Background: an optimization exercise with open tools, aiming at small area and a short achievable clock period. Do not read the settings as production practice.
Only simulation tests tie the RTL to the original design; equivalence was not proved.
Power figures rest on the tool's default switching activity, not on a simulated workload.

==> flow/design.v, too long to show whole: its modules and the start of the top module <==
// module flp32_mac_5stg: 5077 lines
// module fa1: 6 lines
module flp32_mac_5stg(
	clk,
	nrst,
	i_a,
	i_b,
	i_c,
	i_valid,
	o_p,
	o_sign,
	o_zero,
	o_nan,
	o_inf,
	o_valid
);
  // ...
==> flow/flow/run.sh <==
#!/bin/bash
export BUFFER_PORTS_ARGS="-buffer_cell sky130_fd_sc_hd__buf_2"
bash standard.sh > standard.log 2>&1
==> flow/standard.sh <==
#!/bin/bash
# synth_recipe.tcl (not shown) runs the flow's synth.tcl, then flattens the netlist and writes it again
# the make line also repeats each setting of config.mk as NAME=value (left out here)
make -C /OpenROAD-flow-scripts/flow DESIGN_CONFIG=/design/flow/config.mk WORK_HOME=/design/flow/orfs CLKGATE_MAP_FILE= SYNTH_SCRIPT=/design/flow/synth_recipe.tcl "${@:-finish}"
==> flow/config.mk <==
export PLATFORM = sky130hd
export DESIGN_NAME = flp32_mac_5stg
export DESIGN_NICKNAME = flp32_mac_5stg
export VERILOG_FILES = /design/flow/design.v
export SDC_FILE = /design/flow/constraint.sdc
export NUM_CORES = 4
export LEC_CHECK = 0
export CAP_MARGIN = 20
export CORE_MARGIN = 2
export CORE_UTILIZATION = 40
export SLEW_MARGIN = 35
export SYNTH_HIERARCHICAL = 1
export SYNTH_MINIMUM_KEEP_SIZE = 0
==> flow/constraint.sdc <==
create_clock -name core_clock -period 14.0 [get_ports {clk}]
set_input_delay 2.8000 -clock core_clock [delete_from_list [all_inputs] [get_ports {clk}]]
set_output_delay 2.8000 -clock core_clock [all_outputs]
set_load 0.01 [all_outputs]
==> flow_metrics.tcl, run 1 <==
set metrics [dict create \
    min_from "a_zero4" \
    rows 121 \
    track_usage_pct 21.8 \
    antenna_cells 0 \
    die_area_um2 112000 \
    final_cell_mix "718 x nand2_1, 622 x dfxtp_1, 493 x fa_1" \
    clk_pin_slew_ns 0.06 \
    die_h_um 334 \
    period_minus_slack_ns 4.43 \
    root_buffer "clkbuf_16" \
    grt_pass1_vias 32900 \
    hpwl_um 91500 \
    p_per_area_nw_per_um2 248 \
    crit_chain "buf_4 > nor2_2 > buf_4 > a22oi_1 > nor2_1 > a31oi_1 > o211ai_1 > o21ai_0 > mux2i_1 > o21ai_0 > mux2_2 > ha_1 > nand4_1 > nor4_1 > and3_1" \
    synth_compound_area_share_pct 10.6 \
    yosysUniqueCellTypes 86 \
    synth_cells 4476 \
    grt_pass1_wl_um 189000 \
    end_kind "register" \
    yosysWarnings 7 \
    grt_busiest_layer "met2" \
    status "no timing/DRC/antenna violations" \
    nNetsFinal 5449 \
    synth-xor-area-share_pct 5.56 \
    wire_per_inst_um 20.4 \
    regArea_um2 12800 \
    vdd_drop_max_mv 0.125 \
    dr_total_vias 32100 \
    tns_ns 0 \
    drtIter0Drc 2438 \
]
==> run 2: changes to the inputs <==
==> flow/run.sh (new file) <==
#!/bin/bash
# synth_recipe.tcl (not shown) runs the flow's synth.tcl, then flattens the netlist and writes it again
# the make line also repeats each setting of config.mk as NAME=value (left out here)
make -C /OpenROAD-flow-scripts/flow DESIGN_CONFIG=/design/flow/config.mk WORK_HOME=/design/flow/orfs CLKGATE_MAP_FILE= SYNTH_SCRIPT=/design/flow/synth_recipe.tcl finish
removed: flow/flow/run.sh
removed: flow/standard.sh
==> run 2 against run 1 <==
Effect of this change:
- critical path depth is 14 lower
- combinational power is 1% higher
- die area did not move
- total power is 1.3% higher
- synthesized cell count unchanged
- sequential power about the same
==> flow_metrics.tcl, run 2 <==
set metrics [dict create \
    status "no timing/DRC/antenna violations" \
    p_per_area_nw_per_um2 247 \
    synth_fa_ha_area_share_pct 31.7 \
    nNetsFinal 5452 \
    track_usage_pct 21.8 \
    root_buffer "clkbuf_16" \
    die_h_um 334 \
    hp-class "register to register" \
    setup_viol 0 \
    critPathSlowestCell "clkdlybuf4s50_1" \
    rsz0062_at_grt "false" \
    postCtsHoldBufs 0 \
    wl_um 122000 \
    yosysWarnings 7 \
    place.port_buffers 135 \
    required_ns 11.20 \
    avgSynthCellArea_um2 9.74 \
    ys_ff_latch 636 \
    syn-cell-area_um2 43600 \
    period_minus_slack_ns 4.32 \
    clk_pin_slew_ns 0.06 \
    cts_sinks 636 \
    end_kind "output port" \
    fin_skew_ns 0.0498 \
    max-cap-violations 0 \
    drtIter0Drc 2330 \
    hpwl_um 92000 \
    vdd_drop_max_mv 0.130 \
    yosysUniqueCellTypes 86 \
    area_delta_synth_final_pct 12.8 \
    grt_pass1_vias 32700 \
    largest_reg_flops 49 \
    synth_compound_area_share_pct 10.6 \
    maxSlewViolCount 0 \
    design_area_um2 49200 \
    synthSimpleGateAreaFrac_pct 12.3 \
    synth-xor-area-share_pct 5.56 \
    tns_ns 0 \
    drtPass1Iterations 7 \
    max_freq_mhz 231 \
    dr_total_vias 31700 \
    grt_max_degree 57 \
    core_um2 109000 \
    post_cts_resized 0 \
    final_cell_mix "718 x nand2_1, 623 x dfxtp_1, 493 x fa_1" \
    async_flop_share_pct 1.10 \
    start_util_pct 40.2 \
    finalHoldViolCount 0 \
    cts_tree "built" \
    cts_buffers 74 \
    yosys.cell_count.top_type "nand2_1" \
    h-tree-depth 3 \
    synth_edf_count 0 \
    final_common_cell "nand2_1" \
    critical_path.top_delay_family "buffers and inverters" \
    cp.arrival_ns 1.52 \
    crit_type "register to output port" \
    worstPathMaxFanout 2 \
    clock_latency_ns 0.67 \
    tightest_slew_ns 0.917 \
    grt_pass1_wl_um 189000 \
    synthFlopType "dfxtp_1" \
    nFillCells 10300 \
    postRouteAntennaNets 0 \
    rows 121 \
    critPathBufInv 1 \
    synth-seq-area-share_pct 29.3 \
    die_w_um 334 \
    rr_worst_depth 13 \
    path_depth 1 \
    min_path_cells 0 \
    post_cts_buffers 0 \
    yosysTopAreaCellShare_pct 28.9 \
    synth_area_leaders "dfxtp_1 29%, fa_1 23%, ha_1 9.0%, nand2_1 6.2%, xnor2_1 4.1%" \
    clk_path_buf_depth 3 \
    die_area_um2 112000 \
    wire_per_inst_um 20.3 \
    slowest_delay_ns 0.54 \
    antenna_found_initial 2 \
    startpoint_type "register" \
    place.gp.congestion 0.954 \
    synthMuxAreaShare_pct 5.08 \
    synth_top_family_by_area "adder cells" \
    io_pins 136 \
    crit_chain "clkdlybuf4s50_1" \
    max_flop_register "a_sg4" \
    dpl-instance-area_um2 46400 \
    synth_cells 4476 \
    avgViaCountPerCell 5.27 \
    final_core_util_pct 45.3 \
    antenna_cells 0 \
    drive_gt1_share_pct 6.43 \
    synth.cells.most_frequent "718 x nand2_1, 629 x dfxtp_1, 493 x fa_1, 411 x inv_1, 314 x ha_1" \
    slew_headroom_pct 38.3 \
    timing.final.crit_share_pct 30.9 \
    drc 0 \
    p_leak_nw 20.8 \
    gr-total-overflow 0 \
    synth_nets 5382 \
    yosys.area.top_type "dfxtp_1" \
]
-- run 2: power by group --
| group | internal (W) | switching, W |
|---|---|---|
| clock | 0.00126 | 0.000825 |
| combinational | 0.00298 | 0.00394 |
| sequential | 0.00250 | 0.000623 |
| total | 0.00675 | 0.00539 |
-- run 2: logic make-up (layout without fill, tap and decap cells) --
logic type,count (synthesis),after routing
AO/OA/AOI/OAI,708,708
adder cells (fa/ha/maj),809,809
buffers and inverters,621,751
AND/OR/NAND/NOR,1214,1214
XOR/XNOR,276,276
flip-flops,636,636
multiplexers,212,212
-- run 2: final timing paths --
path / from / to / slack (ns)
worst max-delay path: o_p[31] / o_p[31] / 9.68
worst min-delay path: f_nan4 / f_nan5 / 0.33
worst max register to register: r0_1[3] / p2r[47] / 9.68
worst min register to register: f_nan4 / f_nan5 / 0.33
max in group asynchronous: nrst / vld[1] / 11.39
min in group asynchronous: nrst / vld[6] / 2.39
-- run 2: metal layers --
| layer | global-route usage (%) | up-vias | wire, um |
|---|---|---|---|
| met2 | 37.1 | 1214 | 58400 |
| met5 | 0 | - | 13 |
| met1 | 27.1 | 15300 | 51000 |
| li1 | - | 14900 | - |
| met4 | 9.49 | 2 | 5220 |
| met3 | 3.80 | 322 | 7580 |
-- run 2: Yosys stat by module (local to each module, per instance) --
module,times used,cells inside,area [um2]
flp32_mac_5stg,1,3992,33900
fa1,484,1,20.0
-- run 2: cell type report --
type	instances	area [um2]	area share [%]
Timing Repair Buffer	198	1850	3.75
Clock inverter	43	699	1.42
Tap cell	1414	1770	3.60
Clock buffer	93	2030	4.13
Inverter	417	1570	3.19
Sequential cell	636	12800	26.0
Multi-Input combinational cell	3219	28500	57.9
-- run 2: stage by stage --
stage | hold WS (ns) | worst slack (ns) | power (W) | std cells
5_1_grt | 0.330 | 9.48 | 0.0131 | 6020
3_5_place_dp | 0.312 | 9.08 | 0.0100 | 5884
4_1_cts | 0.325 | 9.62 | 0.0122 | 6020
3_3_place_gp | 0.310 | 9.07 | 0.00993 | 5881
2_1_floorplan | 0.310 | 9.85 | 0.00792 | 4476
6_report | 0.325 | 9.68 | 0.0121 | 6020

[port drivers added, routing unchanged]
The flow's constraints put no driver on any port. The routed layouts listed below were extracted and timed again, unchanged, in two steps.
Step 1 assumes that a clkbuf_16 drives the clock port and a buf_2 every other input.
Step 2 times the ports against the registers' clock, not the clock port: input delays grow and output delays shrink by t, the midpoint of the rising clock arrivals with the driver on.
Slacks: ideal ports / drivers / drivers and shift; pairs: ideal ports / drivers.
| run | shift t [ns] | slack for setup (ns) | pins driven straight from the clock port |
|---|---|---|---|
| run 1 | 0.712 | 9.567 / 9.567 / 9.490 | 1 |
| run 2 | 0.713 | 9.676 / 9.608 / 9.135 | 1 |
After both steps setup and hold are still met in every run listed. The setup slack of run 2, which loses most, moves by -0.068 ns with the drivers and by -0.541 ns with both steps.
